Context: an optimization exercise on an open-source flow, tuned for small area. The choices shown serve that exercise and are no tape-out recipe. The RTL was checked by simulation tests, not by an equivalence proof against the original design. The flow treats the clock pin as an ideal source, which a real chip does not have. No activity file was given, so power comes from the tool's default toggle rates.

**flow/config.mk**
```make
export PLATFORM = sky130hd
export DESIGN_NAME = calculator
export DESIGN_NICKNAME = calculator
export VERILOG_FILES = /design/flow/design.v
export SDC_FILE = /design/flow/constraint.sdc
export NUM_CORES = 4
export LEC_CHECK = 0
export CAP_MARGIN = 20
export CORE_MARGIN = 2
export CORE_UTILIZATION = 65
export SLEW_MARGIN = 20
```
**flow/constraint.sdc**
```tcl
create_clock -name core_clock -period 10.0 [get_ports {clk}]
set_input_delay 2.0000 -clock core_clock [delete_from_list [all_inputs] [get_ports {clk}]]
set_output_delay 2.0000 -clock core_clock [all_outputs]
set_load 0.01 [all_outputs]
```
**flow/design.v**
```verilog
module calculator(
	input newkey,
	input [4:0] keycode,
	input clk,
	input rst,
	output reg [19:0] x,
	output reg led
	);
	reg [19:0] y;
	reg op;				 
	reg [4:0] cnt;		 
	wire kdig = keycode[4] | (keycode[2:0] == 3'd7);
	wire kop  = ~keycode[4] & ((keycode[2:0] == 3'd1) | (keycode[2:0] == 3'd2));
	wire keq  = ~keycode[4] & (keycode[2:0] == 3'd3);
	wire kca  = ~keycode[4] & (keycode[2:0] == 3'd4);
	wire busy   = ~(cnt[4] & cnt[2]);
	wire eqmode = ~cnt[4] | ~(cnt[3] | cnt[2]);
	wire mul    = eqmode & op;
	wire [19:0] t = {x[18:0], x[19]};
	wire xi = t[0];
	wire en = eqmode & (op ? xi : (cnt == 5'd19));
	wire [19:0] m;
	genvar g;
	generate for (g = 0; g < 20; g = g + 1) begin : gm
		assign m[g] = (cnt >= g);
	end endgenerate
	wire [19:0] ya = y & {20{en}};
	wire [19:0] ta = t | ~m;
	wire [20:0] c;
	wire [19:0] s;
	wire a0 = t[0] & ~mul;
	assign s[0] = a0 ^ ya[0];
	assign c[1] = a0 & ya[0];
	assign c[0] = 1'b0;
	generate for (g = 1; g < 20; g = g + 1) begin : ga
		assign {c[g+1], s[g]} = ta[g] + ya[g] + c[g];
	end endgenerate
	wire [19:0] nx = (s & m) | (t & ~m);
	wire ovf = c[20];
	always @(posedge clk) begin
		if (rst) begin
			x <= 20'd0;
			y <= 20'd0;
			op <= 1'b0;
			led <= 1'b0;
			cnt <= 5'd20;
		end else if (newkey) begin
			if (kdig) begin
				x[19:16] <= keycode[3:0];
				led <= 1'b0;
				cnt <= 5'd24;
			end else if (kop) begin
				y <= x;
				x <= 20'd0;
				op <= keycode[1];
				led <= 1'b0;
			end else if (keq) begin
				led <= 1'b0;
				cnt <= 5'd0;
			end else if (kca) begin
				x <= 20'd0;
				y <= 20'd0;
				op <= 1'b0;
				led <= 1'b0;
			end
		end else if (busy) begin
			x <= nx;
			led <= led | ovf;
			cnt <= cnt + 5'd1;
		end
	end
endmodule
```
**flow/flow/run.sh**
```bash
#!/bin/bash
# Own flow: the standard synthesis, then the combinational logic between the
# registers is re-mapped for area (ABC deepsyn + area-oriented mapping); the
# registers stay exactly as the standard synthesis made them. The rest of the
# layout is the standard flow. Each tool's output goes to a log here.
set -euo pipefail
W=$PWD
F=$W/flow
R=$W/orfs/results/$FLOW_PLATFORM/calculator/base
LIB=$FLOW_HOME/platforms/sky130hd/lib/sky130_fd_sc_hd__tt_025C_1v80.lib
YOSYS=${YOSYS_EXE:-$(command -v yosys || echo $FLOW_HOME/../tools/install/yosys/bin/yosys)}

bash standard.sh synth > $W/log_1_standard_synth.log 2>&1

cp $R/1_2_yosys.v $W/std_1_2_yosys.v
python3 $F/genmodels.py $LIB $W/cellmodels.v > $W/log_2_models.log 2>&1
printf 'set_driving_cell sky130_fd_sc_hd__buf_1\nset_load 5\n' > $W/abc.constr
DU=$(sed 's/^/-dont_use /' $F/dont_use.txt | tr '\n' ' ')
remap() {
  local k=$1
  echo "strash; &get -n; &deepsyn -T 150 -S $k; &put; dch -f; &get -n; &nf -a; &put; topo; stime -c" > $W/area_$k.abc
  cat > $W/remap_$k.ys <<EOS
read_liberty -lib $LIB
read_verilog $W/std_1_2_yosys.v
hierarchy -top $FLOW_TOP
techmap -map $W/cellmodels.v
simplemap
opt -purge
abc -liberty $LIB $DU -script $W/area_$k.abc -constr $W/abc.constr
opt_clean -purge
hilomap -singleton -hicell sky130_fd_sc_hd__conb_1 HI -locell sky130_fd_sc_hd__conb_1 LO
splitnets
opt_clean -purge
write_verilog -noattr -noexpr -nohex -nodec $W/remap_$k.v
tee -o $W/remap_stat_$k.txt stat -liberty $LIB
EOS
  $YOSYS -s $W/remap_$k.ys > $W/log_3_remap_$k.log 2>&1 \
    && python3 $F/samereg.py $W/std_1_2_yosys.v $W/remap_$k.v > $W/log_4_samereg_$k.log 2>&1 \
    && awk '/Chip area/ {print $NF}' $W/remap_stat_$k.txt > $W/remap_area_$k.txt
}
for k in 1 2 3 4; do remap $k & done
wait || true
best=""
for k in 1 2 3 4; do
  if [[ -s $W/remap_area_$k.txt ]]; then echo "$(cat $W/remap_area_$k.txt) $k"; fi
done > $W/remap_areas.txt
if [[ -s $W/remap_areas.txt ]]; then best=$(sort -n $W/remap_areas.txt | head -1 | cut -d' ' -f2); fi
if [[ -n "$best" ]]; then
  cp $W/remap_$best.v $R/1_2_yosys.v
  rm -f $R/1_synth.odb $R/1_synth.sdc
  echo "using the re-mapped netlist $best" > $W/log_5_choice.log
else
  echo "re-map failed; keeping the standard netlist" > $W/log_5_choice.log
fi

# Port buffers: the smallest buffer; clock tree: small clock buffers, no dummy loads.
bash standard.sh \
  "BUFFER_PORTS_ARGS=-buffer_cell sky130_fd_sc_hd__buf_1" \
  "CTS_ARGS=-sink_clustering_enable -repair_clock_nets -dont_use_dummy_load -buf_list sky130_fd_sc_hd__clkbuf_8 -root_buf sky130_fd_sc_hd__clkbuf_8" \
  finish > $W/log_6_standard_finish.log 2>&1
```
**flow/flow/dont_use.txt**
```
sky130_fd_sc_hd__probe_p_8
sky130_fd_sc_hd__probec_p_8
sky130_fd_sc_hd__lpflow_bleeder_1
sky130_fd_sc_hd__lpflow_clkbufkapwr_1
sky130_fd_sc_hd__lpflow_clkbufkapwr_16
sky130_fd_sc_hd__lpflow_clkbufkapwr_2
sky130_fd_sc_hd__lpflow_clkbufkapwr_4
sky130_fd_sc_hd__lpflow_clkbufkapwr_8
sky130_fd_sc_hd__lpflow_clkinvkapwr_1
sky130_fd_sc_hd__lpflow_clkinvkapwr_16
sky130_fd_sc_hd__lpflow_clkinvkapwr_2
sky130_fd_sc_hd__lpflow_clkinvkapwr_4
sky130_fd_sc_hd__lpflow_clkinvkapwr_8
sky130_fd_sc_hd__lpflow_decapkapwr_12
sky130_fd_sc_hd__lpflow_decapkapwr_3
sky130_fd_sc_hd__lpflow_decapkapwr_4
sky130_fd_sc_hd__lpflow_decapkapwr_6
sky130_fd_sc_hd__lpflow_decapkapwr_8
sky130_fd_sc_hd__lpflow_inputiso0n_1
sky130_fd_sc_hd__lpflow_inputiso0p_1
sky130_fd_sc_hd__lpflow_inputiso1n_1
sky130_fd_sc_hd__lpflow_inputiso1p_1
sky130_fd_sc_hd__lpflow_inputisolatch_1
sky130_fd_sc_hd__lpflow_isobufsrc_1
sky130_fd_sc_hd__lpflow_isobufsrc_16
sky130_fd_sc_hd__lpflow_isobufsrc_2
sky130_fd_sc_hd__lpflow_isobufsrc_4
sky130_fd_sc_hd__lpflow_isobufsrc_8
sky130_fd_sc_hd__lpflow_isobufsrckapwr_16
sky130_fd_sc_hd__lpflow_lsbuf_lh_hl_isowell_tap_1
sky130_fd_sc_hd__lpflow_lsbuf_lh_hl_isowell_tap_2
sky130_fd_sc_hd__lpflow_lsbuf_lh_hl_isowell_tap_4
sky130_fd_sc_hd__lpflow_lsbuf_lh_isowell_4
sky130_fd_sc_hd__lpflow_lsbuf_lh_isowell_tap_1
sky130_fd_sc_hd__lpflow_lsbuf_lh_isowell_tap_2
sky130_fd_sc_hd__lpflow_lsbuf_lh_isowell_tap_4
```
**flow/flow/genmodels.py**
```python
# Writes a Verilog model (assign statements) for every combinational cell of a liberty file.
# usage: genmodels.py LIB OUT.v
import re,sys
t=open(sys.argv[1]).read()
cells=re.split(r'\n\s*cell\s*\(',t)[1:]
out=[]
for c in cells:
    name=re.match(r'\s*"?(\w+)"?',c).group(1)
    if re.search(r'\b(ff|latch|statetable)\s*\(',c): continue
    pins=re.findall(r'\n\s*pin\s*\(\s*"?(\w+)"?\s*\)\s*\{(.*?)\n\s{8}\}',c,re.S)
    if not pins: continue
    ins=[];outs=[]
    for p,body in pins:
        d=re.search(r'direction\s*:\s*"?(\w+)',body)
        if not d: continue
        if d.group(1)=='input': ins.append(p)
        elif d.group(1)=='output':
            f=re.search(r'function\s*:\s*"([^"]*)"',body)
            if not f: break
            outs.append((p,f.group(1)))
    else:
        if not outs: continue
        if 'lpflow' in name or 'probe' in name: continue
        expr=lambda f: f.replace('!','~').replace('+','|').replace('*','&')
        ports=ins+[o for o,_ in outs]
        s=f"module {name}({', '.join(ports)});\n"
        for i in ins: s+=f"  input {i};\n"
        for o,f in outs: s+=f"  output {o};\n  assign {o} = {expr(f)};\n"
        s+="endmodule\n"
        out.append(s)
open(sys.argv[2],'w').write('\n'.join(out))
print(len(out), 'cell models')
```
**flow/flow/samereg.py**
```python
# Checks that two netlists have the same sequential cells: same instance names,
# same cell types, same clock. usage: samereg.py std.v new.v
import re, sys
def regs(path):
    t = open(path).read()
    out = {}
    for m in re.finditer(r'(sky130_fd_sc_hd__(?:df|ed|sdf|dl)\w*)\s+(\S+)\s*\((.*?)\);', t, re.S):
        conns = dict(re.findall(r'\.(\w+)\(([^()]*)\)', m.group(3)))
        out[m.group(2)] = (m.group(1), conns.get('CLK','').strip())
    return out
a, b = regs(sys.argv[1]), regs(sys.argv[2])
print(len(a), 'registers in the standard netlist,', len(b), 'in the re-mapped one')
bad = [k for k in set(a) | set(b) if a.get(k) != b.get(k)]
for k in bad[:20]:
    print('differs:', k, a.get(k), b.get(k))
sys.exit(1 if bad or not a else 0)
```
**flow/standard.sh**
```bash
#!/bin/bash
# synth_recipe.tcl (not shown) runs the flow's synth.tcl, then flattens the netlist and writes it again
# the make line also repeats each setting of config.mk as NAME=value (left out here)
make -C /OpenROAD-flow-scripts/flow DESIGN_CONFIG=/design/flow/config.mk WORK_HOME=/design/flow/orfs CLKGATE_MAP_FILE= SYNTH_SCRIPT=/design/flow/synth_recipe.tcl "${@:-finish}"
```
==> metrics.md, run 1 <==
| Metric | Value |
|---|---|
| Setup Total Neg Slack | `0 ps` |
| Fillers | `308` |
| Clk sink count | `47` |
| CP Class | `reg2reg` |
| Leak | `0.975 nW` |
| Largest net degree at the start of global routing | `22` |
| Routed Antenna Nets | `0` |
| Drt drc | `0` |
| Cell Area, Synth | `2470 um^2` |
| Initial Util | `67.4%` |
| Area post-placement | `2660 um^2` |
| Syn-to-layout area delta | `10.4%` |
| DR WL/cell | `15.0 um` |
| NumNets Final | `350` |
| Area occupied by multi-input gates | `1480 um^2` |
| DR vias | `2,402` |
| Post-CTS sizing | `0` |
| Core occupancy in the finished layout | `74.4%` |
| H-tree depth | `2` |
| # port buffers | `28` |
| Synth Area per Inst | `8.12 um^2` |
| Core ar. | `3660 um^2` |
| Final setup violation count | `0` |
| Final hold viol count | `0` |
| CP Capture Type | `flip-flop` |
| Hold Path Class | `reg2reg` |
| Fmax | `0.108 GHz` |
| RSZ-0062 raised after global routing | `no` |
| Gpl congestion | `0.863` |
| Type of origin of the critical path | `flip-flop` |
| Layout cells sized above 1 | `2.35%` |
| Worst skew pair latency | `290 ps` |
| Result of the run | `timing/DRC/antenna clean` |
| Final design instance area without fill | `2730 um^2` |
| Initial DRC count | `181` |
| Antenna violations before repair | `0` |
| Die H | `65.6 um` |
| Power per cell area | `117 nW/um^2` |
| Ys Warns | `1` |
| CP Data Arrival Time | `9400 ps` |
| Clock buffer count from CTS | `5` |
| Vias/cell | `6.19` |
| Register area | `941 um^2` |
| DP Wirelength | `4.02 mm` |
| Setup Skew | `13.8 ps` |
| Final Critical Period | `9250 ps` |
| Rows | `22` |
| Crit path top cell by count | `o21ai_0` |
| Global-route wire length before repair | `9.73 mm` |
| Worst-Margin Slew | `745 ps` |
| Max-slew violations | `0` |
| Crit Path Max Fanout | `18` |
| Worst setup margin | `754 ps` |
| TritonRoute pass-1 iters | `4` |
| Setup bufs post-CTS | `0` |
| Tot Pwr | `0.000319 W` |
| Overall Global Routing Usage | `29.3%` |
| Slew HR | `50.2%` |
| Syn nets | `312` |
| Maximum vdd ir drop | `105 uV` |
| Final WL | `5.80 mm` |
| CP required | `10,150 ps` |
| Vias in the first global route | `2,146` |
| Chip width | `65.6 um` |
| Post-Synthesis Cells | `304` |
| Place WS | `1060 ps` |
| Max-cap violations | `0` |
| CTS Root Buffer Type | `clkbuf_8` |
| Slowest-stage cell, CP | `dfxtp_1` |
| GR Overflow Total | `0` |
| Post-CTS Hold Buffers | `0` |
| Clock-pin slew on the worst setup and hold paths | `80 ps` |
| ANT cells | `0` |
| Clock tree from TritonCTS | `yes` |
| Worst-case clock buffer depth | `2` |
| Fin crit share | `92.5%` |
| IO Pins | `29` |
| Die ar. | `4310 um^2` |
| Crit-path max cell delay | `650 ps` |
[report_power, final]
part / internal, W / leakage [nW] / switching (W)
clock network: 0.0000452 / 0.0359 / 0.0000567
logic: 0.00000725 / 0.559 / 0.0000157
registers: 0.000189 / 0.380 / 0.00000451
total: 0.000242 / 0.975 / 0.0000769
[registers in the layout (all words and copies together), names as in the netlist]
name / flops
x: 20
y: 20
op: 1
led: 1
cnt: 5
[critical path, delay by kind of cell, from the launching register on]
kind	cells	cell delay [ps]
flops	1	650
mux	1	400
fa+ha+maj	3	1160
simple gates	5	840
xor+xnor	1	120
compound gates	23	5910
[final cells by class]
| type | instances | share of cell area (%) |
|---|---|---|
| Inverter | 14 | 1.93 |
| Clock buffer | 5 | 2.53 |
| Sequential cell | 47 | 34.5 |
| Timing Repair Buffer | 31 | 4.68 |
| Multi-Input combinational cell | 243 | 54.1 |
| Tap cell | 48 | 2.20 |
[cells in the final DEF, fill, tap and decap left out, types with 5 or more instances in the layout]
cell	n
clkinv_1	14
a21oi_1	20
o21ai_0	41
xnor2_1	10
and2_0	8
nor2_1	15
dfxtp_1	47
nand2_1	43
buf_1	28
a22o_1	15
clkbuf_8	5
a21o_1	8
nor3_1	6
[path summary, 6_finish.rpt]
kind               start     to  slack (ps)  depth (start not counted)
setup / recovery  cnt[4]  x[19]         750                         33
hold / removal     x[13]  x[13]         470                          2
setup reg to reg  cnt[4]  x[19]         750                         33
hold reg to reg    x[13]  x[13]         470                          2
[layer usage]
layer	vias up	GRT usage, %	part of all wire (%)
met3	7	4.28	5.2
met2	75	48.0	47
met5	-	0	0
li1	1202	-	-
met1	1118	38.3	46
met4	0	12.8	1.8
[metrics by stage]
stage | hold slack [ps] | std cells
2_1_floorplan | 433 | 304
3_3_place_gp | 443 | 383
3_5_place_dp | 466 | 383
4_1_cts | 481 | 388
5_1_grt | 495 | 388
6_report | 471 | 388
==> run 2: changes to the inputs <==
--- a/flow/config.mk
+++ b/flow/config.mk
@@ -7,5 +7,5 @@
 export LEC_CHECK = 0
 export CAP_MARGIN = 20
 export CORE_MARGIN = 2
-export CORE_UTILIZATION = 65
+export CORE_UTILIZATION = 40
 export SLEW_MARGIN = 20
==> run 2 against run 1 <==
  * Clock-buffer cell count unchanged
  * Area after synthesis is the same
  * Clock power grew 4%
  * Flip-flop and latch count did not move
==> metrics.md, run 2 <==
| Metric | Value |
|---|---|
| Die ar. | `6820 um^2 (was 4310 um^2)` |
| Power per cell area | `117 nW/um^2 (about the same)` |
| Worst-Margin Slew | `747 ps (was 745 ps)` |
| Post-Synthesis Cells | `304 (unchanged)` |
| DR WL/cell | `14.8 um (was 15.0 um)` |
| Routed Antenna Nets | `0 (unchanged)` |
| Final Critical Period | `8980 ps (was 9250 ps)` |
| Internal power | `0.000242 W (about the same)` |
| Worst setup margin | `1020 ps (was 754 ps)` |
| Slowest-stage cell, CP | `dfxtp_1 (unchanged)` |
| Die H | `82.6 um (was 65.6 um)` |
| Cell Area, Synth | `2470 um^2 (unchanged)` |
| R2R Setup Slk | `1020 ps (was 750 ps)` |
| Commonest non-fill, non-tap cell in the layout | `dfxtp_1 (unchanged)` |
| Vias/cell | `5.72 (was 6.19)` |
| CTS Root Buffer Type | `clkbuf_8 (unchanged)` |
| Layout cells sized above 1 | `2.65% (was 2.35%)` |
| CP Capture Type | `flip-flop (unchanged)` |
| Clk sink count | `47 (unchanged)` |
| RSZ-0062 raised after global routing | `no (unchanged)` |
| Clock buffer count from CTS | `5 (unchanged)` |
| Setup bufs post-CTS | `0 (unchanged)` |
| Largest net degree at the start of global routing | `22 (unchanged)` |
| Global-route wire length before repair | `10.2 mm (was 9.73 mm)` |
| Crit path top cell by count | `o21ai_0 (unchanged)` |
| Result of the run | `timing/DRC/antenna clean (unchanged)` |
| Clock-pin slew on the worst setup and hold paths | `80 ps (about the same)` |
| Place WS | `1110 ps (was 1060 ps)` |
| Antenna violations before repair | `0 (unchanged)` |
| DP Wirelength | `4.27 mm (was 4.02 mm)` |
| Worst-case clock buffer depth | `2 (unchanged)` |
| Post-CTS sizing | `0 (unchanged)` |
| Worst skew pair latency | `300 ps (was 290 ps)` |
| Fmax | `0.111 GHz (was 0.108 GHz)` |
| Vias in the first global route | `2,113 (was 2,146)` |
| TritonRoute pass-1 iters | `4 (unchanged)` |
| Final hold viol count | `0 (unchanged)` |
| Sw frac | `25.3% (was 24.1%)` |
| CP required | `10,160 ps (was 10,150 ps)` |
| Syn nets | `312 (unchanged)` |
| Chip width | `82.6 um (was 65.6 um)` |
| Rows | `28 (was 22)` |
| CP Class | `reg2reg (unchanged)` |
| Gpl congestion | `0.820 (was 0.863)` |
| Max-slew violations | `0 (unchanged)` |
| Drt drc | `0 (unchanged)` |
| Largest registers | `x (20), y (20), cnt (5) (unchanged)` |
| Area occupied by multi-input gates | `1480 um^2 (about the same)` |
| Type of origin of the critical path | `flip-flop (unchanged)` |
| GR Overflow Total | `0 (unchanged)` |
| Maximum vdd ir drop | `57.9 uV (was 105 uV)` |
| Slew HR | `50.1% (was 50.2%)` |
| Max-cap violations | `0 (unchanged)` |
| Core ar. | `5960 um^2 (was 3660 um^2)` |
| Crit-path max cell delay | `640 ps (was 650 ps)` |
| DR vias | `2,375 (was 2,402)` |
| Synth Area per Inst | `8.12 um^2 (unchanged)` |
| IO Pins | `29 (unchanged)` |
| H-tree depth | `2 (unchanged)` |
| Initial Util | `41.4% (was 67.4%)` |
| NumNets Final | `350 (unchanged)` |
| Fillers | `621 (was 308)` |
| Sequential fraction of design power | `59.9% (was 60.8%)` |
| Commonest cells after routing, fill and taps aside | `47 x dfxtp_1, 43 x nand2_1, 41 x o21ai_0 (unchanged)` |
| Hold Path Class | `reg2reg (unchanged)` |
| Clk pwr share | `32.8% (was 32.0%)` |
| Fin crit share | `89.8% (was 92.5%)` |
| Leak | `0.976 nW (was 0.975 nW)` |
| Crit Path Max Fanout | `18 (unchanged)` |
| Comb power frac | `7.3% (was 7.2%)` |
| Overall Global Routing Usage | `19.7% (was 29.3%)` |
| Post-CTS Hold Buffers | `0 (unchanged)` |
| Final setup violation count | `0 (unchanged)` |
| Clock tree from TritonCTS | `yes (unchanged)` |
| Syn-to-layout area delta | `12.0% (was 10.4%)` |
| Register area | `941 um^2 (unchanged)` |
| ANT cells | `0 (unchanged)` |
| # port buffers | `28 (unchanged)` |
| Initial DRC count | `121 (was 181)` |
| Setup Skew | `9.01 ps (was 13.8 ps)` |
| P_sw | `0.0000820 W (was 0.0000769 W)` |
| CP Data Arrival Time | `9140 ps (was 9400 ps)` |
| Ys Warns | `1 (unchanged)` |
| Setup Total Neg Slack | `0 ps (unchanged)` |
| Final WL | `6.15 mm (was 5.80 mm)` |
run 2: layout make-up:
cell class	instances	share of cell area, %
clock buffer	5	2.49
timing repair buffer	31	4.62
inverter	14	1.90
tap	75	3.40
multi-input combinational	243	53.6
sequential	47	34.0
run 2: power groups by stage:
stage	clock network (W)	registers [W]	logic, W
final	0.000106	0.000194	0.0000236
after global routing	0.000117	0.000195	0.0000266
after CTS	0.000109	0.000194	0.0000238
after detailed placement	0	0.000198	0.0000236
after global placement	0	0.000198	0.0000236
after floorplan	0	0.000197	0.0000134
run 2: metrics by stage:
step                util, %  hold slack, ps  area, um^2  total power (W)  cells
floorplan                 -             433        2470         0.000211    304
global placement       45.3             444        2700         0.000222    410
detailed placement     45.3             450        2700         0.000222    410
CTS                    46.4             467        2760         0.000327    415
global route           46.4             491        2760         0.000338    415
finish                 46.4             464        2760         0.000324    415
run 2: path summary, 6_finish.rpt:
path,from,to,cells after the start
hold / removal,y[9],y[9],2
setup reg to reg,cnt[4],x[19],33
setup / recovery,cnt[4],x[19],33
hold reg to reg,y[9],y[9],2
run 2: metal layers:
metal | routed length, um | GRT usage (%) | vias to the layer above
met3 | 217 | 3.59 | 10
met4 | 96 | 5.90 | 0
met2 | 2710 | 31.1 | 52
met5 | 0 | 0 | -
li1 | - | - | 1217
met1 | 3120 | 27.4 | 1096
run 2: critical path: cells and delay by family (launching register included):
| family | cells | cell delay, ps |
|---|---|---|
| flip-flops | 1 | 640 |
| multiplexers | 1 | 390 |
| AO/OA/AOI/OAI | 23 | 5690 |
| AND/OR/NAND/NOR | 5 | 830 |
| XOR/XNOR | 1 | 130 |
| adder cells (fa/ha/maj) | 3 | 1150 |
==> run 3: changes to the inputs <==
--- a/flow/flow/run.sh
+++ b/flow/flow/run.sh
@@ -9,6 +9,7 @@
 R=$W/orfs/results/$FLOW_PLATFORM/calculator/base
 LIB=$FLOW_HOME/platforms/sky130hd/lib/sky130_fd_sc_hd__tt_025C_1v80.lib
 YOSYS=${YOSYS_EXE:-$(command -v yosys || echo $FLOW_HOME/../tools/install/yosys/bin/yosys)}
+OPENROAD=${OPENROAD_EXE:-$(command -v openroad || echo $FLOW_HOME/../tools/install/OpenROAD/bin/openroad)}
 
 bash standard.sh synth > $W/log_1_standard_synth.log 2>&1
 
@@ -53,8 +54,19 @@
   echo "re-map failed; keeping the standard netlist" > $W/log_5_choice.log
 fi
 
-# Port buffers: the smallest buffer; clock tree: small clock buffers, no dummy loads.
-bash standard.sh \
-  "BUFFER_PORTS_ARGS=-buffer_cell sky130_fd_sc_hd__buf_1" \
-  "CTS_ARGS=-sink_clustering_enable -repair_clock_nets -dont_use_dummy_load -buf_list sky130_fd_sc_hd__clkbuf_8 -root_buf sky130_fd_sc_hd__clkbuf_8" \
-  finish > $W/log_6_standard_finish.log 2>&1
+# Port buffers: the smallest buffer; clock tree: no dummy loads.
+ARGS=("BUFFER_PORTS_ARGS=-buffer_cell sky130_fd_sc_hd__buf_1"
+      "CTS_ARGS=-sink_clustering_enable -repair_clock_nets -dont_use_dummy_load -buf_list sky130_fd_sc_hd__clkbuf_8 -root_buf sky130_fd_sc_hd__clkbuf_8")
+bash standard.sh "${ARGS[@]}" cts > $W/log_6_standard_cts.log 2>&1
+
+# The clock tree's root buffer drives only the leaf buffers: make it small.
+cp $R/4_cts.odb $W/cts_before_root.odb
+if ODB=$R/4_cts.odb CLK_PORT=clk ROOT_CELL=sky130_fd_sc_hd__clkbuf_2 \
+   $OPENROAD -no_init -exit $F/rootbuf.tcl > $W/log_7_rootbuf.log 2>&1; then
+  touch $R/4_cts.sdc
+else
+  cp $W/cts_before_root.odb $R/4_cts.odb
+  touch $R/4_cts.sdc
+fi
+
+bash standard.sh "${ARGS[@]}" finish > $W/log_8_standard_finish.log 2>&1
==> flow/flow/rootbuf.tcl (new file) <==
# After CTS: the clock tree's root buffer only drives the few leaf buffers, so
# it is resized to a small clock buffer. Environment: ODB (read and written),
# CLK_PORT, ROOT_CELL.
read_db $::env(ODB)
set block [ord::get_db_block]
set its [[$block findNet $::env(CLK_PORT)] getITerms]
if {[llength $its] != 1} { error "clock port does not drive exactly one cell" }
set root [[lindex $its 0] getInst]
if {![string match "sky130_fd_sc_hd__clkbuf_*" [[$root getMaster] getName]]} { error "clock root is not a clock buffer" }
set n 0
foreach it [[[$root findITerm X] getNet] getITerms] {
  set m [[[$it getInst] getMaster] getName]
  if {[$it getInst] != $root && ![string match "sky130_fd_sc_hd__clkbuf_*" $m]} { error "clock root drives $m" }
  incr n
}
puts "root [$root getName] ([[$root getMaster] getName]) drives [expr {$n - 1}] buffers"
$root swapMaster [[ord::get_db] findMaster $::env(ROOT_CELL)]
detailed_placement
check_placement -verbose
write_db $::env(ODB)
==> run 3 against run 2 <==
  * Worst hold slack hardly changed
  * Power is 2.8% lower
  * Fmax decreased by 0.68%
  * Synthesized cell count stayed put
  * Non-clock buffer count did not move
  * Setup slack got worse by 62 ps
  * Clock skew shrank 3.7 ps
  * Combinational power about the same
  * Sequential share of layout area up 0.11 points
  * Critical endpoint unchanged
  * Largest cell class unchanged
  * Largest power group unchanged
  * Highest routed layer unchanged
==> metrics.md, run 3 <==
| Metric | Value |
|---|---|
| Result of the run | `timing/DRC/antenna clean (unchanged)` |
| Clock tree from TritonCTS | `yes (unchanged)` |
| Cell class contributing the biggest share of worst-path delay | `compound AO/OA/AOI/OAI gates (unchanged)` |
| Setup Total Neg Slack | `0 ps (unchanged)` |
| Drt drc | `0 (unchanged)` |
| Maximum vdd ir drop | `57.6 uV (was 57.9 uV)` |
| Slew HR | `48.6% (was 50.1%)` |
| Crit Path Max Fanout | `18 (unchanged)` |
| Core occupancy in the finished layout | `46.3% (was 46.4%)` |
| Hold path startpoint | `y[9] (unchanged)` |
| Die ar. | `6820 um^2 (unchanged)` |
| Crit path top cell by count | `o21ai_0 (unchanged)` |
| Gpl congestion | `0.820 (unchanged)` |
| Post-Synthesis Cells | `304 (unchanged)` |
| Hold EP | `y[9] (unchanged)` |
| Worst skew pair latency | `380 ps (was 300 ps)` |
| RSZ-0062 raised after global routing | `no (unchanged)` |
| Fillers | `621 (unchanged)` |
| CTS Root Buffer Type | `clkbuf_8 (unchanged)` |
| R2R Setup Slk | `960 ps (was 1020 ps)` |
| Setup bufs post-CTS | `0 (unchanged)` |
| Final hold viol count | `0 (unchanged)` |
| NumNets Final | `350 (unchanged)` |
| Worst-Margin Slew | `771 ps (was 747 ps)` |
| CP required | `10,240 ps (was 10,160 ps)` |
| Final Critical Period | `9040 ps (was 8980 ps)` |
| Commonest cells after routing, fill and taps aside | `47 x dfxtp_1, 43 x nand2_1, 41 x o21ai_0 (unchanged)` |
| Final WL | `6.19 mm (was 6.15 mm)` |
| Initial Util | `41.4% (unchanged)` |
| Worst reg2reg path startpoint | `cnt[4] (unchanged)` |
| Largest registers | `x (20), y (20), cnt (5) (unchanged)` |
| Clk sink count | `47 (unchanged)` |
| Syn-to-layout area delta | `11.6% (was 12.0%)` |
| Worst path bufs/invs | `0 (unchanged)` |
| Worst-case clock buffer depth | `2 (unchanged)` |
| GR Overflow Total | `0 (unchanged)` |
| Antenna violations before repair | `0 (unchanged)` |
| DR vias | `2,357 (was 2,375)` |
| CP Data Arrival Time | `9280 ps (was 9140 ps)` |
| Fin crit share | `90.4% (was 89.8%)` |
| H-tree depth | `2 (unchanged)` |
| Ys Warns | `1 (unchanged)` |
| Syn nets | `312 (unchanged)` |
| Clock-pin slew on the worst setup and hold paths | `80 ps (about the same)` |
| Post-CTS Hold Buffers | `0 (unchanged)` |
| Crit-path max cell delay | `660 ps (was 640 ps)` |
| Synth Area per Inst | `8.12 um^2 (unchanged)` |
| Leak | `0.973 nW (was 0.976 nW)` |
| DR WL/cell | `14.9 um (was 14.8 um)` |
| Post-CTS sizing | `0 (unchanged)` |
| CP Class | `reg2reg (unchanged)` |
| Cell Area, Synth | `2470 um^2 (unchanged)` |
| Rows | `28 (unchanged)` |
| Setup Skew | `5.33 ps (was 9.01 ps)` |
| Chip width | `82.6 um (unchanged)` |
| Type of origin of the critical path | `flip-flop (unchanged)` |
| Vias/cell | `5.68 (was 5.72)` |
| Initial DRC count | `125 (was 121)` |
| Commonest non-fill, non-tap cell in the layout | `dfxtp_1 (unchanged)` |
| Hold Path Class | `reg2reg (unchanged)` |
| Power per cell area | `114 nW/um^2 (was 117 nW/um^2)` |
| Final setup violation count | `0 (unchanged)` |
| TritonRoute pass-1 iters | `4 (unchanged)` |
| Layout cells sized above 1 | `2.65% (unchanged)` |
| Die H | `82.6 um (unchanged)` |
| Global-route wire length before repair | `10.2 mm (about the same)` |
| Fmax | `0.111 GHz (about the same)` |
| R2R depth | `33 (unchanged)` |
| # port buffers | `28 (unchanged)` |
| IO Pins | `29 (unchanged)` |
| DP Wirelength | `4.27 mm (unchanged)` |
| Max-slew violations | `0 (unchanged)` |
| CP Capture Type | `flip-flop (unchanged)` |
| Register area | `941 um^2 (unchanged)` |
| Routed Antenna Nets | `0 (unchanged)` |
| Core ar. | `5960 um^2 (unchanged)` |
| Hold path depth | `2 (unchanged)` |
| Vias in the first global route | `2,111 (was 2,113)` |
| Area occupied by multi-input gates | `1480 um^2 (unchanged)` |
| ANT cells | `0 (unchanged)` |
| Clock buffer count from CTS | `5 (unchanged)` |
| Max-cap violations | `0 (unchanged)` |
| Capturing point of the worst reg2reg path | `x[19] (unchanged)` |
| Largest net degree at the start of global routing | `22 (unchanged)` |
| Slowest-stage cell, CP | `a32oi_1 (was dfxtp_1)` |
| Overall Global Routing Usage | `19.7% (unchanged)` |
-- run 3: cell count changes in the layout (fill, tap and decap cells not counted) --
cell and change:
clkbuf_2 +1, clkbuf_8 -1
-- run 3: worst max path at each step --
stage	from	end	slack, ps	depth (start not counted)
6_report	cnt[4]	x[19]	960	33
5_1_grt	cnt[4]	x[19]	50	33
4_1_cts	cnt[4]	x[19]	1060	33
3_5_place_dp	cnt[4]	x[19]	1110	33
3_3_place_gp	cnt[4]	x[19]	1400	33
2_1_floorplan	cnt[4]	x[19]	2110	33
-- run 3: metrics by stage --
| stage | cells | hold slack, ps | cell area [um^2] | power (W) | worst slack, ps |
|---|---|---|---|---|---|
| final | 415 | 464 | 2760 | 0.000315 | 959 |
| after global placement | 410 | 444 | 2700 | 0.000222 | 1400 |
| after detailed placement | 410 | 450 | 2700 | 0.000222 | 1110 |
| after CTS | 415 | 467 | 2760 | 0.000327 | 1060 |
| after global routing | 415 | 491 | 2760 | 0.000331 | 45.4 |
| after floorplan | 304 | 433 | 2470 | 0.000211 | 2110 |
-- run 3: area by class of cell --
class,instances,area share [%]
inverter,14,1.91
sequential,47,34.2
clock buffer,5,2.18
timing repair buffer,31,4.63
multi-input combinational,243,53.7
tap,75,3.41
-- run 3: power breakdown --
| group | switching (W) | leakage (nW) | internal [W] |
|---|---|---|---|
| Sequential | 0.00000465 | 0.380 | 0.000189 |
| Clock | 0.0000589 | 0.0329 | 0.0000383 |
| Combinational | 0.0000163 | 0.561 | 0.00000727 |
-- run 3: worst register-to-register path, delay by kind of cell, from the launching register on --
family	cells	cell delay (ps)
AO/OA/AOI/OAI	23	5750
flip-flops	1	640
adder cells (fa/ha/maj)	3	1150
XOR/XNOR	1	130
multiplexers	1	400
AND/OR/NAND/NOR	5	830
-- run 3: layer usage --
layer / up-vias / share of wire [%] / global-route usage (%)
met5: - / 0 / 0
met4: 0 / 1.2 / 5.90
met3: 8 / 2.7 / 3.59
met2: 38 / 45 / 31.1
met1: 1097 / 51 / 27.4
li1: 1214 / - / -
==> run 4: changes to the inputs <==
--- a/flow/design.v
+++ b/flow/design.v
@@ -13,16 +13,16 @@
 	wire kop  = ~keycode[4] & ((keycode[2:0] == 3'd1) | (keycode[2:0] == 3'd2));
 	wire keq  = ~keycode[4] & (keycode[2:0] == 3'd3);
 	wire kca  = ~keycode[4] & (keycode[2:0] == 3'd4);
-	wire busy   = ~(cnt[4] & cnt[2]);
-	wire eqmode = ~cnt[4] | ~(cnt[3] | cnt[2]);
+	wire eqmode = (cnt >= 5'd12);
+	wire busy   = eqmode | (cnt[4:2] == 3'b001);
 	wire mul    = eqmode & op;
 	wire [19:0] t = {x[18:0], x[19]};
 	wire xi = t[0];
-	wire en = eqmode & (op ? xi : (cnt == 5'd19));
+	wire en = eqmode & (op ? xi : (cnt == 5'd31));
 	wire [19:0] m;
 	genvar g;
 	generate for (g = 0; g < 20; g = g + 1) begin : gm
-		assign m[g] = (cnt >= g);
+		assign m[g] = ~eqmode | (cnt >= g + 12);
 	end endgenerate
 	wire [19:0] ya = y & {20{en}};
 	wire [19:0] ta = t | ~m;
@@ -43,12 +43,16 @@
 			y <= 20'd0;
 			op <= 1'b0;
 			led <= 1'b0;
-			cnt <= 5'd20;
+			cnt <= 5'd0;
+		end else if (busy) begin
+			x <= nx;
+			led <= led | ovf;
+			cnt <= cnt + 5'd1;
 		end else if (newkey) begin
 			if (kdig) begin
 				x[19:16] <= keycode[3:0];
 				led <= 1'b0;
-				cnt <= 5'd24;
+				cnt <= 5'd4;
 			end else if (kop) begin
 				y <= x;
 				x <= 20'd0;
@@ -56,17 +60,13 @@
 				led <= 1'b0;
 			end else if (keq) begin
 				led <= 1'b0;
-				cnt <= 5'd0;
+				cnt <= 5'd12;
 			end else if (kca) begin
 				x <= 20'd0;
 				y <= 20'd0;
 				op <= 1'b0;
 				led <= 1'b0;
 			end
-		end else if (busy) begin
-			x <= nx;
-			led <= led | ovf;
-			cnt <= cnt + 5'd1;
 		end
 	end
 endmodule
--- a/flow/flow/run.sh
+++ b/flow/flow/run.sh
@@ -19,7 +19,7 @@
 DU=$(sed 's/^/-dont_use /' $F/dont_use.txt | tr '\n' ' ')
 remap() {
   local k=$1
-  echo "strash; &get -n; &deepsyn -T 150 -S $k; &put; dch -f; &get -n; &nf -a; &put; topo; stime -c" > $W/area_$k.abc
+  echo "strash; &get -n; &deepsyn -T 100 -S $k; &put; dch -f; &get -n; &nf -a; &put; topo; stime -c" > $W/area_$k.abc
   cat > $W/remap_$k.ys <<EOS
 read_liberty -lib $LIB
 read_verilog $W/std_1_2_yosys.v
@@ -41,8 +41,12 @@
 }
 for k in 1 2 3 4; do remap $k & done
 wait || true
+for k in 5 6 7 8; do remap $k & done
+wait || true
+for k in 9 10 11 12; do remap $k & done
+wait || true
 best=""
-for k in 1 2 3 4; do
+for k in 1 2 3 4 5 6 7 8 9 10 11 12; do
   if [[ -s $W/remap_area_$k.txt ]]; then echo "$(cat $W/remap_area_$k.txt) $k"; fi
 done > $W/remap_areas.txt
 if [[ -s $W/remap_areas.txt ]]; then best=$(sort -n $W/remap_areas.txt | head -1 | cut -d' ' -f2); fi
==> run 4 against run 3 <==
  * Critical endpoint unchanged
  * First-iteration DRC count grew 66%
  * Highest routed layer unchanged
  * Global-route usage grew 1.3 points
  * Critical path type unchanged
  * Register-to-register slack lost 530 ps
  * Worst hold slack gained 32 ps
  * Area after synthesis grew 35%
  * Sequential power is essentially flat
  * Via count grew 23%
  * Non-clock buffer count grew 13
==> metrics.md, run 4 <==
| Metric | Value |
|---|---|
| Result of the run | `timing/DRC/antenna clean (unchanged)` |
| Top cells by area, synth | `dfxtp_1 28%, fa_1 11%, a22oi_1 5.0%` |
| Commonest cells post-synth | `47 x dfxtp_1, 34 x nor2_1, 24 x nand2_1` |
| CP Capture Type | `flip-flop (unchanged)` |
| Post-Synthesis Cells | `372 (was 304)` |
| Final setup violation count | `0 (unchanged)` |
| CP Data Arrival Time | `9780 ps (was 9280 ps)` |
| Gpl congestion | `0.825 (was 0.820)` |
| Chip width | `95.3 um (was 82.6 um)` |
| Clk sink count | `47 (unchanged)` |
| Largest registers | `x (20), y (20), cnt (5) (unchanged)` |
| Max-cap violations | `0 (unchanged)` |
| Cell class contributing the biggest share of worst-path delay | `adder cells (was compound AO/OA/AOI/OAI gates)` |
| Leak | `1.41 nW (was 0.973 nW)` |
| Sequential cell area fraction in the yosys report | `28.2%` |
| Post-synthesis mux area share | `3.45%` |
| H-tree depth | `2 (unchanged)` |
| Crit-path max cell delay | `460 ps (was 660 ps)` |
| Max-slew violations | `0 (unchanged)` |
| Worst-case clock buffer depth | `2 (unchanged)` |
| Simple-Gate Fraction of Synth Area | `20.6%` |
| Clock tree from TritonCTS | `yes (unchanged)` |
| Core ar. | `8130 um^2 (was 5960 um^2)` |
| Power per cell area | `99.6 nW/um^2 (was 114 nW/um^2)` |
| Fmax | `0.104 GHz (was 0.111 GHz)` |
| Clock-pin slew on the worst setup and hold paths | `80 ps (about the same)` |
| TritonRoute pass-1 iters | `5 (was 4)` |
| Fin crit share | `95.7% (was 90.4%)` |
| Global-route wire length before repair | `14.7 mm (was 10.2 mm)` |
| Crit Path Max Fanout | `2 (was 18)` |
| Commonest cells after routing, fill and taps aside | `47 x dfxtp_1, 34 x nor2_1, 27 x buf_1 (was 47 x dfxtp_1, 43 x nand2_1, 41 x o21ai_0)` |
| Setup Skew | `10.7 ps (was 5.33 ps)` |
| R2R Setup Slk | `430 ps (was 960 ps)` |
| Die ar. | `9080 um^2 (was 6820 um^2)` |
| NumNets Final | `423 (was 350)` |
| IO Pins | `29 (unchanged)` |
| Final Critical Period | `9570 ps (was 9040 ps)` |
| Slowest-stage cell, CP | `fa_1 (was a32oi_1)` |
| Synth Area in Adders | `13.7%` |
| Rows | `33 (was 28)` |
| RSZ-0062 raised after global routing | `no (unchanged)` |
| Overall Global Routing Usage | `21.1% (was 19.7%)` |
| Ys Warns | `1 (unchanged)` |
| Top-area cell type share of the netlist area | `28.2%` |
| Worst-Margin Slew | `934 ps (was 771 ps)` |
| Die H | `95.3 um (was 82.6 um)` |
| Largest family of logic cells by synthesized area | `compound AO/OA/AOI/OAI gates` |
| Clock buffer count from CTS | `5 (unchanged)` |
| DR WL/cell | `18.2 um (was 14.9 um)` |
| Routed Antenna Nets | `0 (unchanged)` |
| Compound-Gate Fraction of Synth Area | `25.1%` |
| CP Class | `reg2reg (unchanged)` |
| Initial Util | `41.0% (was 41.4%)` |
| Hold Path Class | `reg2reg (unchanged)` |
| Type of origin of the critical path | `flip-flop (unchanged)` |
| WL met2 | `4.35 mm (was 2.76 mm)` |
| Syn-to-layout area delta | `8.15% (was 11.6%)` |
| Final WL | `8.96 mm (was 6.19 mm)` |
| Final cell count without fillers | `493 (was 415)` |
| Final hold viol count | `0 (unchanged)` |
| WL met3 | `366 um (was 167 um)` |
| Worst path bufs/invs | `4 (was 0)` |
| CP required | `10,210 ps (was 10,240 ps)` |
| # port buffers | `28 (unchanged)` |
| ANT cells | `0 (unchanged)` |
| Layout cells sized above 1 | `12.9% (was 2.65%)` |
| Yosys reg bits | `47` |
| Maximum vdd ir drop | `46.3 uV (was 57.6 uV)` |
| Slew HR | `37.8% (was 48.6%)` |
| Commonest non-fill, non-tap cell in the layout | `dfxtp_1 (unchanged)` |
| Cell Area, Synth | `3330 um^2 (was 2470 um^2)` |
| Initial DRC count | `208 (was 125)` |
| Top_reg_cell synth | `dfxtp_1` |
| Vias/cell | `5.89 (was 5.68)` |
| DP Wirelength | `6.05 mm (was 4.27 mm)` |
| CTS Root Buffer Type | `clkbuf_8 (unchanged)` |
| Synth unique cells | `71` |
| Synth Area per Inst | `8.96 um^2 (was 8.12 um^2)` |
| Largest net degree at the start of global routing | `41 (was 22)` |
| Syn nets | `405 (was 312)` |
| Antenna violations before repair | `0 (unchanged)` |
| Most numerous cell in the Yosys netlist | `dfxtp_1` |
| Area post-placement | `3530 um^2 (was 2700 um^2)` |
| Worst skew pair latency | `370 ps (was 380 ps)` |
| Placed cell count | `488 (was 410)` |
| Met1 wire length | `4.15 mm (was 3.19 mm)` |
| Dominant cell type by area after synthesis | `dfxtp_1` |
| GR Overflow Total | `0 (unchanged)` |
| Asr flop ratio synth | `0%` |
| Drt drc | `0 (unchanged)` |
| Vias in the first global route | `2,873 (was 2,111)` |
| DR vias | `2,902 (was 2,357)` |
| Crit path top cell by count | `fa_2 (was o21ai_0)` |
| Highest Signal Layer | `met4 (unchanged)` |
| Setup Total Neg Slack | `0 ps (unchanged)` |
| Count of flip-flops with a built-in enable after synthesis | `0` |
| Final design instance area without fill | `3600 um^2 (was 2760 um^2)` |
| Synth Area in XOR/XNOR | `1.73%` |
run 4: final timing paths:
| path | endpoint | cells after the start | startpoint |
|---|---|---|---|
| setup / recovery | x[19] | 33 | cnt[0] |
| hold / removal | y[14] | 2 | y[14] |
| setup reg to reg | x[19] | 33 | cnt[0] |
| hold reg to reg | y[14] | 2 | y[14] |
run 4: kinds of logic (layout without fill, tap and decap cells):
logic type      Yosys count  count (layout)
compound gates          109             109
xor+xnor                  4               4
fa+ha+maj                25              25
buf+inv                  45              61
flops                    47              47
mux                      11              11
simple gates            131             131
run 4: cell type report:
| class | count | area (um^2) |
|---|---|---|
| clock buffers | 5 | 60.1 |
| fillers | 799 | 4530 |
| inverters | 12 | 45.0 |
| multi-input cells | 280 | 2190 |
| flip-flops and latches | 47 | 941 |
| well taps | 105 | 131 |
| repair buffers | 44 | 234 |
run 4: power by group:
part / internal [W] / total (W) / switching (W)
Combinational: 0.0000228 / 0.0000652 / 0.0000425
Sequential: 0.000191 / 0.000195 / 0.00000453
Clock: 0.0000384 / 0.0000988 / 0.0000603
run 4: worst register-to-register path, delay by kind of cell, from the launching register on:
family	cells	cell delay (ps)
flops	1	320
fa+ha+maj	22	7850
mux	2	280
compound gates	1	110
simple gates	4	600
buf+inv	4	260
run 4: per-layer routing:
metal	vias up	global-route usage [%]
li1	1370	-
met1	1443	28.5
met2	79	35.4
met3	10	3.00
met4	0	5.19
met5	-	0
run 4: timing repair:
item / in CTS / in global routing
buffers inserted: 0 / 0
gates resized for setup: 0 / 6
hold buffers: 0 / 0
setup endpoints to repair: 0 / 3
run 4: through the flow:
stage | power (W) | util, % | setup WS (ps) | hold WS, ps
after floorplan | 0.000246 | - | 13.8 | 457
after global placement | 0.000263 | 43.2 | 75.8 | 472
after detailed placement | 0.000264 | 43.4 | 33.8 | 479
after CTS | 0.000371 | 44.2 | 2.37 | 502
after global routing | 0.000379 | 44.3 | 8.97 | 532
final | 0.000359 | 44.3 | 428 | 496
==> run 5: changes to the inputs <==
--- a/flow/design.v
+++ b/flow/design.v
@@ -44,10 +44,6 @@
 			op <= 1'b0;
 			led <= 1'b0;
 			cnt <= 5'd0;
-		end else if (busy) begin
-			x <= nx;
-			led <= led | ovf;
-			cnt <= cnt + 5'd1;
 		end else if (newkey) begin
 			if (kdig) begin
 				x[19:16] <= keycode[3:0];
@@ -67,6 +63,10 @@
 				op <= 1'b0;
 				led <= 1'b0;
 			end
+		end else if (busy) begin
+			x <= nx;
+			led <= led | ovf;
+			cnt <= cnt + 5'd1;
 		end
 	end
 endmodule
--- a/flow/flow/run.sh
+++ b/flow/flow/run.sh
@@ -43,10 +43,8 @@
 wait || true
 for k in 5 6 7 8; do remap $k & done
 wait || true
-for k in 9 10 11 12; do remap $k & done
-wait || true
 best=""
-for k in 1 2 3 4 5 6 7 8 9 10 11 12; do
+for k in 1 2 3 4 5 6 7 8; do
   if [[ -s $W/remap_area_$k.txt ]]; then echo "$(cat $W/remap_area_$k.txt) $k"; fi
 done > $W/remap_areas.txt
 if [[ -s $W/remap_areas.txt ]]; then best=$(sort -n $W/remap_areas.txt | head -1 | cut -d' ' -f2); fi
==> run 5 against run 4 <==
  * Combinational power down 58%
  * First-iteration DRC count fell by 30%
  * Die area decreased by 27%
  * Register-to-register slack better by 820 ps
  * Global-route usage down 1.5 points
  * Wire length shrank 34%
  * Critical endpoint unchanged
  * Largest cell class unchanged
==> metrics.md, run 5 <==
| Metric | Value |
|---|---|
| Layout cells sized above 1 | `3.74% (was 12.9%)` |
| Routed Antenna Nets | `0 (unchanged)` |
| NumNets Final | `331 (was 423)` |
| TritonRoute pass-1 iters | `4 (was 5)` |
| Final hold viol count | `0 (unchanged)` |
| Setup Skew | `27.0 ps (was 10.7 ps)` |
| Leak | `0.988 nW (was 1.41 nW)` |
| Setup Total Neg Slack | `0 ps (unchanged)` |
| Final WL | `5.88 mm (was 8.96 mm)` |
| RSZ-0062 raised after global routing | `no (unchanged)` |
| CP Data Arrival Time | `9040 ps (was 9780 ps)` |
| Slew HR | `41.2% (was 37.8%)` |
| Core ar. | `5850 um^2 (was 8130 um^2)` |
| Vias in the first global route | `2,138 (was 2,873)` |
| Largest registers | `x (20), y (20), cnt (5) (unchanged)` |
| Core occupancy in the finished layout | `46.3% (was 44.3%)` |
| Synth Area per Inst | `8.46 um^2 (was 8.96 um^2)` |
| Final setup violation count | `0 (unchanged)` |
| Grt met3 use | `2.97% (was 3.00%)` |
| Clock tree from TritonCTS | `yes (unchanged)` |
| Result of the run | `timing/DRC/antenna clean (unchanged)` |
| Overall Global Routing Usage | `19.5% (was 21.1%)` |
| Initial Util | `41.1% (was 41.0%)` |
| Crit-path max cell delay | `640 ps (was 460 ps)` |
| Hold Path Class | `reg2reg (unchanged)` |
| Die H | `81.5 um (was 95.3 um)` |
| Syn nets | `292 (was 405)` |
| Post-Synthesis Cells | `284 (was 372)` |
| CTS Root Buffer Type | `clkbuf_8 (unchanged)` |
| Maximum vdd ir drop | `51.9 uV (was 46.3 uV)` |
| Slowest-stage cell, CP | `a2111oi_0 (was fa_1)` |
| Post-CTS sizing | `0 (unchanged)` |
| Setup bufs post-CTS | `0 (unchanged)` |
| Initial DRC count | `145 (was 208)` |
| Ys Warns | `1 (unchanged)` |
| Gpl congestion | `0.853 (was 0.825)` |
| Chip width | `81.5 um (was 95.3 um)` |
| Rows | `28 (was 33)` |
| Clock-pin slew on the worst setup and hold paths | `100 ps (was 80 ps)` |
| Power per cell area | `118 nW/um^2 (was 99.6 nW/um^2)` |
| GR Util met1 | `26.9% (was 28.5%)` |
| CP required | `10,290 ps (was 10,210 ps)` |
| CP Capture Type | `flip-flop (unchanged)` |
| Largest net degree at the start of global routing | `22 (was 41)` |
| Global-route wire length before repair | `10.2 mm (was 14.7 mm)` |
| Cell Area, Synth | `2400 um^2 (was 3330 um^2)` |
| Worst reg2reg path startpoint | `cnt[4] (was cnt[0])` |
| Final Critical Period | `8760 ps (was 9570 ps)` |
| Type of origin of the critical path | `flip-flop (unchanged)` |
| ANT cells | `0 (unchanged)` |
| Commonest cells after routing, fill and taps aside | `47 x dfxtp_1, 28 x buf_1, 27 x a22o_1 (was 47 x dfxtp_1, 34 x nor2_1, 27 x buf_1)` |
| R2R depth | `32 (was 33)` |
| Hold path depth | `2 (unchanged)` |
| Drt drc | `0 (unchanged)` |
| Worst-case clock buffer depth | `2 (unchanged)` |
| H-tree depth | `2 (unchanged)` |
| Fillers | `601 (was 799)` |
| # port buffers | `28 (unchanged)` |
| Fin crit share | `87.6% (was 95.7%)` |
| Worst-Margin Slew | `879 ps (was 934 ps)` |
| GR Overflow Total | `0 (unchanged)` |
| Crit path capture | `x[19] (unchanged)` |
| R2R Setup Slk | `1240 ps (was 430 ps)` |
| Hold path startpoint | `led (was y[14])` |
| Clk sink count | `47 (unchanged)` |
| Vias/cell | `5.69 (was 5.89)` |
| Worst setup startpoint | `cnt[4] (was cnt[0])` |
| Syn-to-layout area delta | `12.6% (was 8.15%)` |
| Die ar. | `6640 um^2 (was 9080 um^2)` |
| IO Pins | `29 (unchanged)` |
| Crit Path Max Fanout | `16 (was 2)` |
| Fmax | `0.114 GHz (was 0.104 GHz)` |
| DP Wirelength | `4.27 mm (was 6.05 mm)` |
| Commonest non-fill, non-tap cell in the layout | `dfxtp_1 (unchanged)` |
| Gr busiest metal | `met2 (unchanged)` |
| Post-CTS Hold Buffers | `0 (unchanged)` |
| DR vias | `2,254 (was 2,902)` |
| Max-slew violations | `0 (unchanged)` |
| Max-cap violations | `0 (unchanged)` |
| DR WL/cell | `14.8 um (was 18.2 um)` |
| CP Class | `reg2reg (unchanged)` |
| Capturing point of the worst reg2reg path | `x[19] (unchanged)` |
| Global Route met2 Usage | `31.1% (was 35.4%)` |
| Clock buffer count from CTS | `5 (unchanged)` |
| Worst skew pair latency | `390 ps (was 370 ps)` |
| Antenna violations before repair | `0 (unchanged)` |
[run 5: worst min path at each step]
stage                     endpoint  slack [ps]
final                          led         460
after global routing           led         500
after global placement         led         440
after floorplan              y[19]         460
after CTS                      led         460
after detailed placement       led         450
[run 5: area by class of cell]
class,instances,area [um^2],share of cell area (%)
Timing Repair Buffer,32,135,4.99
Sequential cell,47,941,34.8
Clock buffer,5,60.1,2.22
Inverter,10,37.5,1.39
Multi-Input combinational cell,227,1440,53.2
Tap cell,75,93.8,3.47
[run 5: worst max-delay path, delay by kind of cell (launching register included)]
family                     cells  cell delay [ps]
AOI/OAI and AO/OA             15             4420
and+or+nand+nor               13             2360
DFF                            1              480
xor gates and xnor gates       1              170
adders and majority gates      3             1220
[run 5: where the power goes]
group,internal [W],total (W),switching (W)
clock,0.0000383,0.0000973,0.0000590
combinational,0.00000884,0.0000271,0.0000182
sequential,0.000189,0.000194,0.00000457
[run 5: layer usage]
layer	share of wire, %	up-vias
met2	44	43
li1	-	1175
met1	51	1027
met3	3.5	9
met5	0	-
met4	1.6	0
[run 5: stage by stage]
stage / setup WS [ps] / cell area, um^2 / hold slack [ps] / std cells / total power, W
final: 1240 / 2710 / 460 / 396 / 0.000318
after global routing: 288 / 2710 / 496 / 396 / 0.000333
after CTS: 1260 / 2720 / 464 / 396 / 0.000328
after detailed placement: 1300 / 2650 / 451 / 391 / 0.000225
after global placement: 1530 / 2650 / 441 / 391 / 0.000225
after floorplan: 2160 / 2400 / 457 / 284 / 0.000214
==> run 6: changes to the inputs <==
--- a/flow/design.v
+++ b/flow/design.v
@@ -44,6 +44,10 @@
 			op <= 1'b0;
 			led <= 1'b0;
 			cnt <= 5'd0;
+		end else if (busy) begin
+			x <= nx;
+			led <= led | ovf;
+			cnt <= cnt + 5'd1;
 		end else if (newkey) begin
 			if (kdig) begin
 				x[19:16] <= keycode[3:0];
@@ -63,10 +67,6 @@
 				op <= 1'b0;
 				led <= 1'b0;
 			end
-		end else if (busy) begin
-			x <= nx;
-			led <= led | ovf;
-			cnt <= cnt + 5'd1;
 		end
 	end
 endmodule
--- a/flow/flow/run.sh
+++ b/flow/flow/run.sh
@@ -43,8 +43,10 @@
 wait || true
 for k in 5 6 7 8; do remap $k & done
 wait || true
+for k in 9 10 11 12; do remap $k & done
+wait || true
 best=""
-for k in 1 2 3 4 5 6 7 8; do
+for k in 1 2 3 4 5 6 7 8 9 10 11 12; do
   if [[ -s $W/remap_area_$k.txt ]]; then echo "$(cat $W/remap_area_$k.txt) $k"; fi
 done > $W/remap_areas.txt
 if [[ -s $W/remap_areas.txt ]]; then best=$(sort -n $W/remap_areas.txt | head -1 | cut -d' ' -f2); fi
--- a/flow/flow/samereg.py
+++ b/flow/flow/samereg.py
@@ -4,7 +4,7 @@
 def regs(path):
     t = open(path).read()
     out = {}
-    for m in re.finditer(r'(sky130_fd_sc_hd__(?:df|ed|sdf|dl)\w*)\s+(\S+)\s*\((.*?)\);', t, re.S):
+    for m in re.finditer(r'(sky130_fd_sc_hd__(?:df|edf|sdf|sedf|dlx|dlr|dlclkp|sdlclkp)\w*)\s+(\S+)\s*\((.*?)\);', t, re.S):
         conns = dict(re.findall(r'\.(\w+)\(([^()]*)\)', m.group(3)))
         out[m.group(2)] = (m.group(1), conns.get('CLK','').strip())
     return out
==> run 6 against run 5 <==
  * Still clean
  * Global-route usage decreased by 0.54 points
  * Design area decreased by 0.74%
  * Clock skew decreased by 15 ps
  * Fmax increased by 8.1%
  * Area after synthesis decreased by 0.42%
  * Register-to-register slack improved by 660 ps
  * Synthesized cell count increased by 2.1%
  * Largest cell class unchanged
  * Largest power group unchanged
==> metrics.md, run 6 <==
| Metric | Value |
|---|---|
| Result of the run | `timing/DRC/antenna clean (unchanged)` |
| CTS Root Buffer Type | `clkbuf_8 (unchanged)` |
| Largest registers | `x (20), y (20), cnt (5) (unchanged)` |
| Gpl congestion | `0.844 (was 0.853)` |
| Antenna violations before repair | `0 (unchanged)` |
| R2R Setup Slk | `1900 ps (was 1240 ps)` |
| Core ar. | `5850 um^2 (unchanged)` |
| Max-cap violations | `0 (unchanged)` |
| CP required | `10,290 ps (about the same)` |
| Worst-Margin Slew | `819 ps (was 879 ps)` |
| Largest net degree at the start of global routing | `19 (was 22)` |
| Vias in the first global route | `2,035 (was 2,138)` |
| DR WL/cell | `14.6 um (was 14.8 um)` |
| Clk sink count | `47 (unchanged)` |
| Final WL | `5.88 mm (about the same)` |
| Max-slew violations | `0 (unchanged)` |
| Commonest cells after routing, fill and taps aside | `47 x dfxtp_1, 28 x nor2_1, 28 x a22o_1, 28 x buf_1 (was 47 x dfxtp_1, 28 x buf_1, 27 x a22o_1)` |
| Worst-case clock buffer depth | `2 (unchanged)` |
| Fmax | `0.123 GHz (was 0.114 GHz)` |
| CP Data Arrival Time | `8390 ps (was 9040 ps)` |
| TritonRoute pass-1 iters | `4 (unchanged)` |
| Slowest-stage cell, CP | `or4_1 (was a2111oi_0)` |
| Worst skew pair latency | `380 ps (was 390 ps)` |
| H-tree depth | `2 (unchanged)` |
| Worst setup margin | `1900 ps (was 1240 ps)` |
| Initial DRC count | `79 (was 145)` |
| Setup Total Neg Slack | `0 ps (unchanged)` |
| Final hold viol count | `0 (unchanged)` |
| ANT cells | `0 (unchanged)` |
| Post-CTS sizing | `0 (unchanged)` |
| Vias/cell | `5.52 (was 5.69)` |
| DP Wirelength | `4.23 mm (was 4.27 mm)` |
| Hold Path Class | `reg2reg (unchanged)` |
| Clock-pin slew on the worst setup and hold paths | `90 ps (was 100 ps)` |
| Post-CTS Hold Buffers | `0 (unchanged)` |
| Crit-path max cell delay | `530 ps (was 640 ps)` |
| # port buffers | `28 (unchanged)` |
| Core occupancy in the finished layout | `45.9% (was 46.3%)` |
| Overall Global Routing Usage | `19.0% (was 19.5%)` |
| Clock tree from TritonCTS | `yes (unchanged)` |
| Syn-to-layout area delta | `12.3% (was 12.6%)` |
| Leak | `0.962 nW (was 0.988 nW)` |
| Final Critical Period | `8100 ps (was 8760 ps)` |
| Rows | `28 (unchanged)` |
| CP Class | `reg2reg (unchanged)` |
| RSZ-0062 raised after global routing | `no (unchanged)` |
| Maximum vdd ir drop | `53.5 uV (was 51.9 uV)` |
| Chip width | `81.4 um (was 81.5 um)` |
| Clock buffer count from CTS | `5 (unchanged)` |
| Type of origin of the critical path | `flip-flop (unchanged)` |
| Cell Area, Synth | `2390 um^2 (was 2400 um^2)` |
| NumNets Final | `337 (was 331)` |
| DR vias | `2,219 (was 2,254)` |
| Place WS | `2010 ps (was 1300 ps)` |
| Commonest non-fill, non-tap cell in the layout | `dfxtp_1 (unchanged)` |
| Global-route wire length before repair | `9.81 mm (was 10.2 mm)` |
| Fin crit share | `81.0% (was 87.6%)` |
| Layout cells sized above 1 | `3.06% (was 3.74%)` |
| Final setup violation count | `0 (unchanged)` |
| Synth Area per Inst | `8.25 um^2 (was 8.46 um^2)` |
| Routed Antenna Nets | `0 (unchanged)` |
| Die ar. | `6620 um^2 (was 6640 um^2)` |
| Syn nets | `298 (was 292)` |
| Power per cell area | `121 nW/um^2 (was 118 nW/um^2)` |
| Setup bufs post-CTS | `0 (unchanged)` |
| CP Capture Type | `flip-flop (unchanged)` |
| GR Overflow Total | `0 (unchanged)` |
| Initial Util | `40.9% (was 41.1%)` |
| Crit Path Max Fanout | `5 (was 16)` |
| Drt drc | `0 (unchanged)` |
| Slew HR | `45.2% (was 41.2%)` |
| Ys Warns | `1 (unchanged)` |
| Post-Synthesis Cells | `290 (was 284)` |
| Setup Skew | `12.1 ps (was 27.0 ps)` |
| IO Pins | `29 (unchanged)` |
| Die H | `81.4 um (was 81.5 um)` |
==> run 6: per-layer routing <==
layer	vias up	routed length, um	global-route usage (%)
li1	1156	-	-
met1	1015	3040	26.8
met2	42	2570	30.0
met3	6	206	3.33
met4	0	56	4.58
met5	-	0	0
==> run 6: worst paths after layout <==
path,to,cells past startpoint,start
max,x[19],34,op
max reg2reg,x[19],34,op
min reg2reg,y[19],2,y[19]
min,y[19],2,y[19]
==> run 6: critical path: cells and delay by family, from the launching register on <==
family	cells	cell delay (ps)
adders and majority gates	1	410
AOI/OAI and AO/OA	18	4430
DFF	1	400
and+or+nand+nor	15	2750
==> run 6: cell type report <==
cell class                      instances  area, um^2
Tap cell                               75        93.8
Multi-Input combinational cell        228        1400
Sequential cell                        47         941
Fill cell                             592        3160
Timing Repair Buffer                   32         135
Clock buffer                            5        60.1
Inverter                               15        56.3
==> run 6: metrics by stage <==
step | hold slack, ps | power [W] | instance area [um^2] | instances
finish | 487 | 0.000326 | 2690 | 402
global route | 528 | 0.000341 | 2690 | 402
CTS | 489 | 0.000337 | 2700 | 402
detailed placement | 476 | 0.000233 | 2630 | 397
global placement | 468 | 0.000233 | 2630 | 397
floorplan | 450 | 0.000219 | 2390 | 290
==> run 6: report_power, final <==
| group | internal [W] | switching (W) | leakage (nW) |
|---|---|---|---|
| Clock | 0.0000383 | 0.0000587 | 0.0329 |
| Sequential | 0.000190 | 0.00000565 | 0.380 |
| Combinational | 0.0000107 | 0.0000219 | 0.549 |

[static timing again, ports no longer ideal]
No port has a modelled driver above. Below, the same layouts with a new extraction and two added sets of constraints. Step 1 sets driving cells, clkbuf_16 on the clock port and buf_2 on the other inputs (assumed; they add their load-dependent delay and slew). Step 2 also shifts input and output timing later by t, the mid clock arrival at the registers, as if the neighbouring blocks saw the same clock. Three values: ideal, step 1, step 2; two values: the first two.
run | t (ns) | setup slack, ns | worst setup path after step 2 | pins driven straight from the clock port
run 1 | 0.319 | 0.754 / 0.754 / 0.754 | register to register | 1
run 2 | 0.329 | 1.020 / 1.020 / 1.020 | register to register | 1
run 3 | 0.404 | 0.959 / 0.959 / 0.959 | register to register | 1
run 4 | 0.392 | 0.428 / 0.428 / 0.428 | register to register | 1
run 5 | 0.396 | 1.243 / 1.243 / 1.243 | register to register | 1
run 6 | 0.396 | 1.901 / 1.901 / 1.901 | register to register | 1
After both steps setup and hold are still met in every run listed.
